This is an optimization exercise on Yosys and OpenROAD, whose aim is a short achievable clock period, not a production implementation. Where RTL was checked, it was by simulation tests only, not by an equivalence proof against the original. The clock input has no modelled driver; a real chip could not lean on it and would need a root buffer or a full tree. Power and IR drop assume default switching activity.

Setup of v19:
==> flow/design.v (excerpt) <==
module alu(OPA, OPB, CIN, INP_VALID, CLK, RST, CMD, CE, MODE, COUT, OFLOW, RES, G, E, L, ERR);
    input [7:0] OPA, OPB;
    input CLK, RST, CE, MODE, CIN;
    input [1:0] INP_VALID;
    input [3:0] CMD;
    output reg [15:0] RES;
    output reg COUT, OFLOW, G, E, L, ERR;
    wire vab = INP_VALID[0] & INP_VALID[1];
    wire va = INP_VALID[0];
    wire vb = INP_VALID[1];
    wire am = CE & MODE;
    wire lm = CE & ~MODE;
    wire d_add = am & vab & (CMD == 4'd0);
    wire d_sub = am & vab & (CMD == 4'd1);
    wire d_addc = am & vab & (CMD == 4'd2);
    wire d_subc = am & vab & (CMD == 4'd3);
    wire d_inca = am & va & (CMD == 4'd4);
    wire d_deca = am & va & (CMD == 4'd5);
    wire d_incb = am & vb & (CMD == 4'd6);
    wire d_decb = am & vb & (CMD == 4'd7);
    wire d_cmp = am & vab & (CMD == 4'd8);
    wire d_sadd = am & vab & (CMD == 4'd11);
    wire d_ssub = am & vab & (CMD == 4'd12);
    wire d_and = lm & vab & (CMD == 4'd0);
    wire d_nand = lm & vab & (CMD == 4'd1);
    wire d_or = lm & vab & (CMD == 4'd2);
    wire d_nor = lm & vab & (CMD == 4'd3);
  ...
Size: roughly 1900 cells after synthesis, roughly 180 flip-flops.
clock: 8.0 ns
lec_check: 0
cap_margin: 20
core_margin: 2
core_utilization: 40
slew_margin: 20
standard.sh (not shown) runs the stock make flow with config.mk's settings and CLKGATE_MAP_FILE= SYNTH_SCRIPT=/design/flow/synth_recipe.tcl, a recipe that flattens the netlist after the stock synthesis.
==> flow/flow/run.sh <==
#!/bin/bash
# Standard ORFS flow (the standard.sh) with:
#  - the standard flow's synthesis script wrapped so that ABC uses flow/abc_speed.script, and no
#    full-adder cell extraction;
#  - input port buffers resized and a hand-built two-level clock tree
#    (flow/pre_cts.tcl, flow/manual_cts.tcl) in place of TritonCTS;
#  - repair_timing aiming well below the 8 ns constraint.
W=$(pwd)
export MY_FLOW_DIR=$W/flow
export MY_ABC_SCRIPT=$W/flow/abc_speed.script
export FLOW_SYNTH_TCL=$W/synth_recipe.tcl
export MCTS_NROOT=4
export MCTS_NLEAF=2
bash standard.sh SYNTH_SCRIPT=$W/flow/my_synth.tcl ADDER_MAP_FILE= ABC_CLOCK_PERIOD_IN_PS=1000 \
  PRE_CTS_TCL=$W/flow/pre_cts.tcl SETUP_SLACK_MARGIN=5.7 CORE_UTILIZATION=50 finish > flow_make.log 2>&1
Other scripts of this flow, unchanged in this note and not shown: flow/flow/abc_speed.script, flow/flow/manual_cts.tcl, flow/flow/my_synth.tcl, flow/flow/pre_cts.tcl
v19: PASS, flow complete, no timing, DRC or antenna violations
The following lists how v39 was set up differently from v19:
diff --git a/flow/flow/run.sh b/flow/flow/run.sh
--- a/flow/flow/run.sh
+++ b/flow/flow/run.sh
@@ -15 +15 @@
-  PRE_CTS_TCL=$W/flow/pre_cts.tcl SETUP_SLACK_MARGIN=5.7 CORE_UTILIZATION=50 finish > flow_make.log 2>&1
+  PRE_CTS_TCL=$W/flow/pre_cts.tcl SETUP_SLACK_MARGIN=5.7 finish > flow_make.log 2>&1
Findings:
- Relative to v19, the fmax measured on v39 has increased by more than 10%.
- Y dimension of the die (lower): v19
- In the tables for v19 and v39, core utilization of the finished layout reads lower with v39.
- In the metrics for v19 and v39, the one carrying the higher wire length is v19.
- Compare v19 and v39 | layout net count higher: v19
- Looking at headroom to the max-slew limit across both flows, v39 is the stronger of the two, with v19 trailing.
- | combinational power | lower: v39 |
- Compared with v19, v39 shows share of power burned in combinational logic lower by 3.0 points.
In every run of this note, the design's own scripts or RTL, not TritonCTS, make the clock network.

========
## v6
alu, a different RTL version from the one above (not shown whole).
Size in the first run: roughly 2100 cells after synthesis, roughly 49 I/O pins, about 14000 µm² of cells after synthesis.
==> flow/config.mk <==
export PLATFORM = sky130hd
export DESIGN_NAME = alu
export DESIGN_NICKNAME = alu
export VERILOG_FILES = /design/flow/design.v
export SDC_FILE = /design/flow/constraint.sdc
export NUM_CORES = 4
export LEC_CHECK = 0
export CAP_MARGIN = 20
export CORE_MARGIN = 2
export CORE_UTILIZATION = 40
export SLEW_MARGIN = 20
==> flow/constraint.sdc <==
create_clock -name core_clock -period 8.0 [get_ports {CLK}]
set_input_delay 1.6000 -clock core_clock [delete_from_list [all_inputs] [get_ports {CLK}]]
set_output_delay 1.6000 -clock core_clock [all_outputs]
set_load 0.01 [all_outputs]
==> flow/flow/run.sh <==
#!/bin/bash
# Standard ORFS flow (the standard.sh) with:
#  - the standard flow's synthesis script wrapped so that ABC uses flow/abc_speed.script, and no
#    full-adder cell extraction;
#  - input port buffers resized and a hand-built two-level clock tree
#    (flow/pre_cts.tcl, flow/manual_cts.tcl) in place of TritonCTS;
#  - after CTS, drive-0 and low-power cells sized up and one more timing repair
#    (flow/post_cts.tcl);
#  - repair_timing aiming well below the 8 ns constraint.
W=$(pwd)
export MY_FLOW_DIR=$W/flow
export MY_ABC_SCRIPT=$W/flow/abc_speed.script
export FLOW_SYNTH_TCL=$W/synth_recipe.tcl
export MCTS_NROOT=4
export MCTS_NLEAF=2
bash standard.sh SYNTH_SCRIPT=$W/flow/my_synth.tcl ADDER_MAP_FILE= ABC_CLOCK_PERIOD_IN_PS=1000 \
  PRE_CTS_TCL=$W/flow/pre_cts.tcl POST_CTS_TCL=$W/flow/post_cts.tcl SETUP_SLACK_MARGIN=5.65 finish > flow_make.log 2>&1
Other scripts of this flow, unchanged in this note and not shown: flow/flow/abc_speed.script, flow/flow/manual_cts.tcl, flow/flow/my_synth.tcl, flow/flow/post_cts.tcl, flow/flow/pre_cts.tcl
v6 reached the final stage; the timing, DRC and antenna checks on its layout passed.
> inputs changed (v6 -> v7)
==> flow/flow/run.sh <==
#!/bin/bash
# Standard ORFS flow (the standard.sh) with:
#  - the standard flow's synthesis script wrapped so that ABC uses flow/abc_speed.script, and no
#    full-adder cell extraction;
#  - input port buffers resized and a hand-built two-level clock tree
#    (flow/pre_cts.tcl, flow/manual_cts.tcl) in place of TritonCTS;
#  - repair_timing aiming well below the 8 ns constraint.
W=$(pwd)
export MY_FLOW_DIR=$W/flow
export MY_ABC_SCRIPT=$W/flow/abc_speed.script
export FLOW_SYNTH_TCL=$W/synth_recipe.tcl
export MCTS_NROOT=4
export MCTS_NLEAF=2
bash standard.sh SYNTH_SCRIPT=$W/flow/my_synth.tcl ADDER_MAP_FILE= ABC_CLOCK_PERIOD_IN_PS=1000 \
  PRE_CTS_TCL=$W/flow/pre_cts.tcl POST_CTS_TCL=$W/flow/post_cts.tcl SETUP_SLACK_MARGIN=5.7 finish > flow_make.log 2>&1
Notes after the runs:
Cmp v6 and v7 / pre-CTS worst setup slack / higher: v7
Looking only at total power, and setting everything else aside, the lower value of v6 and v7 goes to v6.
Min shortest period the worst path allows across v6 and v7: v7
Core util | v7 vs v6 | v7 higher
Compared with v6, routed length on met2 in v7 decreased slightly.
Summary of v7 over v6: timing-limited maximum frequency +about 0.5%; via count -about 1.9%; synthesis-to-layout area growth +2.7 points.
No run of this note included a check of the RTL's function; only the layout flow was run. In every run of this note, the design's own scripts or RTL, not TritonCTS, make the clock network.

## separate check: timing with driven ports
No port has a modelled driver above. Below, the same layouts with a new extraction and two added sets of constraints. Step 1, drivers: a clkbuf_16 drives CLK and a buf_2 each remaining input, both assumed. Step 2 times the ports against the registers' clock, not the clock port: input delays grow and output delays shrink by t, the midpoint of the rising clock arrivals with the driver on. Slacks: ideal ports / drivers / drivers and shift; pairs: ideal ports / drivers.
run	shift t [ns]	setup slack, ns	hold WS [ns]	worst setup path after step 2	worst slew at a driven data input, ns
v19	0.427	5.289 / 5.343 / 4.916	0.335 / 0.335 / 0.335	input to register	0.22
v39	0.402	5.573 / 5.461 / 5.221	0.341 / 0.341 / 0.341	input to register	0.21
v6	0.412	5.550 / 5.455 / 5.202	0.335 / 0.335 / 0.335	input to register	0.09
v7	0.413	5.562 / 5.453 / 5.248	0.338 / 0.338 / 0.338	input to register	0.09
After both steps every run listed still meets setup and hold. The setup slack of v19, which loses most, moves by +0.054 ns with the drivers and by -0.373 ns with both steps.
